Source: an optimization exercise on an open RTL-to-GDS flow (aim: small area). Production flows keep margins and buffers that such runs may drop. In this exercise RTL edits were held to simulation tests only and were not proved equivalent to the original.

==> wip/cedar: inputs <==
==> flow/design.v <==
module rc_add #(parameter W = 6) (
    input  logic [W-1:0] a,
    input  logic [W-1:0] b,
    input  logic         cin,
    output logic [W-1:0] s
);
    logic [W:0] c;
    assign c[0] = cin;
    for (genvar i = 0; i < W; i++) begin : g
        assign s[i]   = a[i] ^ b[i] ^ c[i];
        assign c[i+1] = (a[i] & b[i]) | (a[i] & c[i]) | (b[i] & c[i]);
    end
endmodule
module rc_inc #(parameter W = 6) (
    input  logic [W-1:0] a,
    input  logic         cin,
    output logic [W-1:0] s
);
    logic [W:0] c;
    assign c[0] = cin;
    for (genvar i = 0; i < W; i++) begin : g
        assign s[i]   = a[i] ^ c[i];
        assign c[i+1] = a[i] & c[i];
    end
endmodule
module rc_dec #(parameter W = 6) (
    input  logic [W-1:0] a,
    input  logic         bin,
    output logic [W-1:0] s
);
    logic [W:0] any;    
    assign any[0] = 1'b0;
    for (genvar i = 0; i < W; i++) begin : g
        assign s[i]     = a[i] ^ (bin & ~any[i]);
        assign any[i+1] = any[i] | a[i];
    end
endmodule
module pid_channel (
    input  logic       clk,
    input  logic       reset,
    input  logic [5:0] cnt_hi,     
    input  logic [5:0] target,     
    output logic [5:0] duty        
);
    logic [5:0] enc_neg;           
    logic [5:0] error;
    logic [5:0] prev_err_n;        
    logic [5:0] derivative;
    logic [4:0] integral;
    logic       motor;
    logic [5:0] error_d, enc_neg_d, derivative_d, duty_d;
    logic [4:0] integral_d;
    logic       motor_d;
    rc_add #(6) u_err (.a(target), .b(enc_neg), .cin(1'b0), .s(error_d));
    rc_dec #(6) u_enc (.a(enc_neg), .bin(motor), .s(enc_neg_d));
    rc_add #(5) u_int (.a(integral), .b(error[4:0]), .cin(1'b0), .s(integral_d));
    logic c1;
    assign derivative_d[0] = error[0] ^ prev_err_n[0];
    assign c1              = error[0] | ~prev_err_n[0];
    rc_add #(5) u_der (.a(error[5:1]), .b(prev_err_n[5:1]), .cin(c1),
                       .s(derivative_d[5:1]));
    logic       c2;
    logic [3:0] sum1, carry1, duty_hi;
    assign duty_d[0] = derivative[0];
    assign duty_d[1] = derivative[1] ^ integral[0];
    assign c2        = derivative[1] & integral[0];
    for (genvar i = 0; i < 4; i++) begin : g_csa
        assign sum1[i]   = error[i] ^ integral[i+1] ^ derivative[i+2];
        assign carry1[i] = (error[i] & integral[i+1]) | (error[i] & derivative[i+2]) |
                           (integral[i+1] & derivative[i+2]);
    end
    rc_add #(4) u_duty (.a(sum1), .b({carry1[2:0], 1'b0}), .cin(c2), .s(duty_hi));
    assign duty_d[5:2] = duty_hi;
    logic [6:0] lt;
    assign lt[0] = 1'b0;
    for (genvar i = 0; i < 6; i++) begin : g_cmp
        assign lt[i+1] = (cnt_hi[i] == duty[i]) ? lt[i] : duty[i];
    end
    assign motor_d = lt[6];
    always_ff @(posedge clk or posedge reset) begin
        if (reset) begin
            enc_neg    <= 6'b0;
            error      <= 6'b0;
            prev_err_n <= 6'h3e;
            derivative <= 6'b0;
            integral   <= 5'b0;
            duty       <= 6'b0;
            motor      <= 1'b0;
        end else begin
            enc_neg    <= enc_neg_d;
            error      <= error_d;
            prev_err_n <= {~error[5:1], error[0]};
            derivative <= derivative_d;
            integral   <= integral_d;
            duty       <= duty_d;
            motor      <= motor_d;
        end
    end
endmodule
module robot_controller (
    input  logic        clk,
    input  logic        reset,
    input  logic [15:0] target_x, target_y, target_z,
    output logic [7:0]  pwm1, pwm2, pwm3
);
    logic [7:0] pwm_counter, pwm_counter_d;
    logic [5:0] duty1, duty2, duty3;
    rc_inc #(8) u_cnt (.a(pwm_counter), .cin(1'b1), .s(pwm_counter_d));
    always_ff @(posedge clk or posedge reset) begin
        if (reset) pwm_counter <= 8'b0;
        else       pwm_counter <= pwm_counter_d;
    end
    pid_channel j1 (.clk(clk), .reset(reset), .cnt_hi(pwm_counter[7:2]),
                    .target(target_x[5:0]), .duty(duty1));
    pid_channel j2 (.clk(clk), .reset(reset), .cnt_hi(pwm_counter[7:2]),
                    .target(target_y[5:0]), .duty(duty2));
    pid_channel j3 (.clk(clk), .reset(reset), .cnt_hi(pwm_counter[7:2]),
                    .target(target_z[5:0]), .duty(duty3));
    assign pwm1 = {duty1, 2'b00};
    assign pwm2 = {duty2, 2'b00};
    assign pwm3 = {duty3, 2'b00};
endmodule
==> flow/flow/run.sh <==
#!/bin/bash
# Layout flow: the standard ORFS flow (standard synthesis unchanged), with
#  - port buffers of the smallest buffer cell instead of the default pick,
#  - a clock tree of small clock buffers without dummy loads, and
#  - power recovery after global routing, which downsizes gates off the
#    critical paths (all of them here: the design has ample slack).
# All tool output goes to flow.log here; ORFS keeps its per-step logs under orfs/logs.
set -euo pipefail
export BUFFER_PORTS_ARGS="-buffer_cell sky130_fd_sc_hd__buf_1"
export CTS_ARGS="-sink_clustering_enable -repair_clock_nets -dont_use_dummy_load -buf_list sky130_fd_sc_hd__clkbuf_4"
export RECOVER_POWER=100
bash standard.sh finish > flow.log 2>&1
==> flow/standard.sh <==
#!/bin/bash
# synth_recipe.tcl (not shown) runs the flow's synth.tcl, then flattens the netlist and writes it again
# the make line also repeats each setting of config.mk as NAME=value (left out here)
make -C /OpenROAD-flow-scripts/flow DESIGN_CONFIG=/design/flow/config.mk WORK_HOME=/design/flow/orfs CLKGATE_MAP_FILE= SYNTH_SCRIPT=/design/flow/synth_recipe.tcl "${@:-finish}"
==> flow/config.mk <==
export PLATFORM = sky130hd
export DESIGN_NAME = robot_controller
export DESIGN_NICKNAME = robot_controller
export VERILOG_FILES = /design/flow/design.v
export SDC_FILE = /design/flow/constraint.sdc
export NUM_CORES = 4
export LEC_CHECK = 0
export CAP_MARGIN = 20
export CORE_MARGIN = 2
export CORE_UTILIZATION = 40
export SLEW_MARGIN = 20
==> flow/constraint.sdc <==
create_clock -name core_clock -period 5.0 [get_ports {clk}]
set_input_delay 1.0000 -clock core_clock [delete_from_list [all_inputs] [get_ports {clk}]]
set_output_delay 1.0000 -clock core_clock [all_outputs]
set_load 0.01 [all_outputs]
==> wip/raven: changes against wip/cedar <==
==> flow/design.v (replaced) <==
module pid_channel (
    input  logic       clk,
    input  logic       reset,
    input  logic [5:0] cnt_hi,    
    input  logic [5:0] target,    
    output logic [5:0] duty       
);
    logic [5:0] encoder;
    logic [5:0] error, prev_error, derivative;
    logic [4:0] integral;
    logic       motor;
    always_ff @(posedge clk or posedge reset) begin
        if (reset) begin
            encoder    <= 6'b0;
            error      <= 6'b0;
            prev_error <= 6'b0;
            derivative <= 6'b0;
            integral   <= 5'b0;
            duty       <= 6'b0;
            motor      <= 1'b0;
        end else begin
            error      <= target - encoder;
            integral   <= integral + error[4:0];
            derivative <= error - prev_error;
            prev_error <= error;
            duty       <= {error[3:0], 2'b00} + {integral, 1'b0} + derivative;
            motor      <= cnt_hi < duty;
            encoder    <= encoder + {5'b0, motor};
        end
    end
endmodule
module robot_controller (
    input  logic        clk,
    input  logic        reset,
    input  logic [15:0] target_x, target_y, target_z,
    output logic [7:0]  pwm1, pwm2, pwm3
);
    logic [7:0] pwm_counter;
    logic [5:0] duty1, duty2, duty3;
    always_ff @(posedge clk or posedge reset) begin
        if (reset) pwm_counter <= 8'b0;
        else       pwm_counter <= pwm_counter + 8'd1;
    end
    pid_channel j1 (.clk(clk), .reset(reset), .cnt_hi(pwm_counter[7:2]),
                    .target(target_x[5:0]), .duty(duty1));
    pid_channel j2 (.clk(clk), .reset(reset), .cnt_hi(pwm_counter[7:2]),
                    .target(target_y[5:0]), .duty(duty2));
    pid_channel j3 (.clk(clk), .reset(reset), .cnt_hi(pwm_counter[7:2]),
                    .target(target_z[5:0]), .duty(duty3));
    assign pwm1 = {duty1, 2'b00};
    assign pwm2 = {duty2, 2'b00};
    assign pwm3 = {duty3, 2'b00};
endmodule
==> flow/run.sh (new file) <==
#!/bin/bash
# synth_recipe.tcl (not shown) runs the flow's synth.tcl, then flattens the netlist and writes it again
# the make line also repeats each setting of config.mk as NAME=value (left out here)
make -C /OpenROAD-flow-scripts/flow DESIGN_CONFIG=/design/flow/config.mk WORK_HOME=/design/flow/orfs CLKGATE_MAP_FILE= SYNTH_SCRIPT=/design/flow/synth_recipe.tcl finish
removed: flow/flow/run.sh
removed: flow/standard.sh
==> out/results.ini <==
[cells_and_area]
stdcell_count=778
multi_input_gates=312

[synth]
synth_area_mm2=0.00608

[worst_setup_path]
r2r_end=j2.duty[4]$_DFF_PP0_
r2r_start=j2.integral[1]$_DFF_PP0_

[timing]
timing.final.crit_share_pct=46.7
fin_hold_ws_ps=353

[drt]
viasPerCell=4.72
wl_per_cell_um=12.7

[floorplanning]
tap_cells=188
die_w_um=127

[power]
total_power_mw=5.80
power_clock_mw=1.12

[min_path]
hold_start=j2.derivative[0]$_DFF_PP0_

[status]
status=timing/DRC/antenna clean

[placement]
place.gp.congestion=0.759

(the above is from wip/raven)
==> out/results.ini <==
[timing]
fin_hold_ws_ps=349

[clocking]
numCtsBuffers=17

[power]
total_power_mw=4.06
power_clock_uw=427
clockPowerShare_pct=10.5

[drt]
viasPerCell=4.30
wl_per_cell_um=12.5

[synth]
synth_area_mm2=0.00518

[worst_setup_path]
r2r_start=j2.error[0]$_DFF_PP0_
cpMostUsedCell=fa_1
r2r_end=j2.derivative[5]$_DFF_PP0_
critPathCapture=j2.error[5]$_DFF_PP0_

[min_path]
hold_start=j3.derivative[0]$_DFF_PP0_

[floorplanning]
die_w_um=118
rows=41

[placement]
place.gp.congestion=0.753

[cells_and_area]
multi_input_gates=170
stdcell_count=555

[global_route]
grtUsageMet2_pct=16.9

[status]
status=timing/DRC/antenna clean

(the above is from wip/cedar)

-- what the ideal ports hide --
In the flow no input, the clock included, has a driving cell. The finished layouts below were timed again as built, in two steps. Step 1 assumes that a clkbuf_16 drives the clock port and a buf_2 every other input. Step 2 also shifts input and output timing later by t, the mid clock arrival at the registers, as if the neighbouring blocks saw the same clock. a / b / c = ideal ports / drivers / drivers and shift; a / b = the first two.
run | t, ns | setup slack, ns | worst hold slack (ns) | worst slew at a driven data input, ns
wip/cedar | 0.508 | 2.069 / 2.081 / 1.573 | 0.349 / 0.349 / 0.349 | 0.03
wip/raven | 0.439 | 2.664 / 2.624 / 2.328 | 0.353 / 0.353 / 0.353 | 0.04
After both steps setup and hold are still met in every run listed. The setup slack of wip/cedar, which loses most, moves by +0.012 ns with the drivers and by -0.496 ns with both steps.
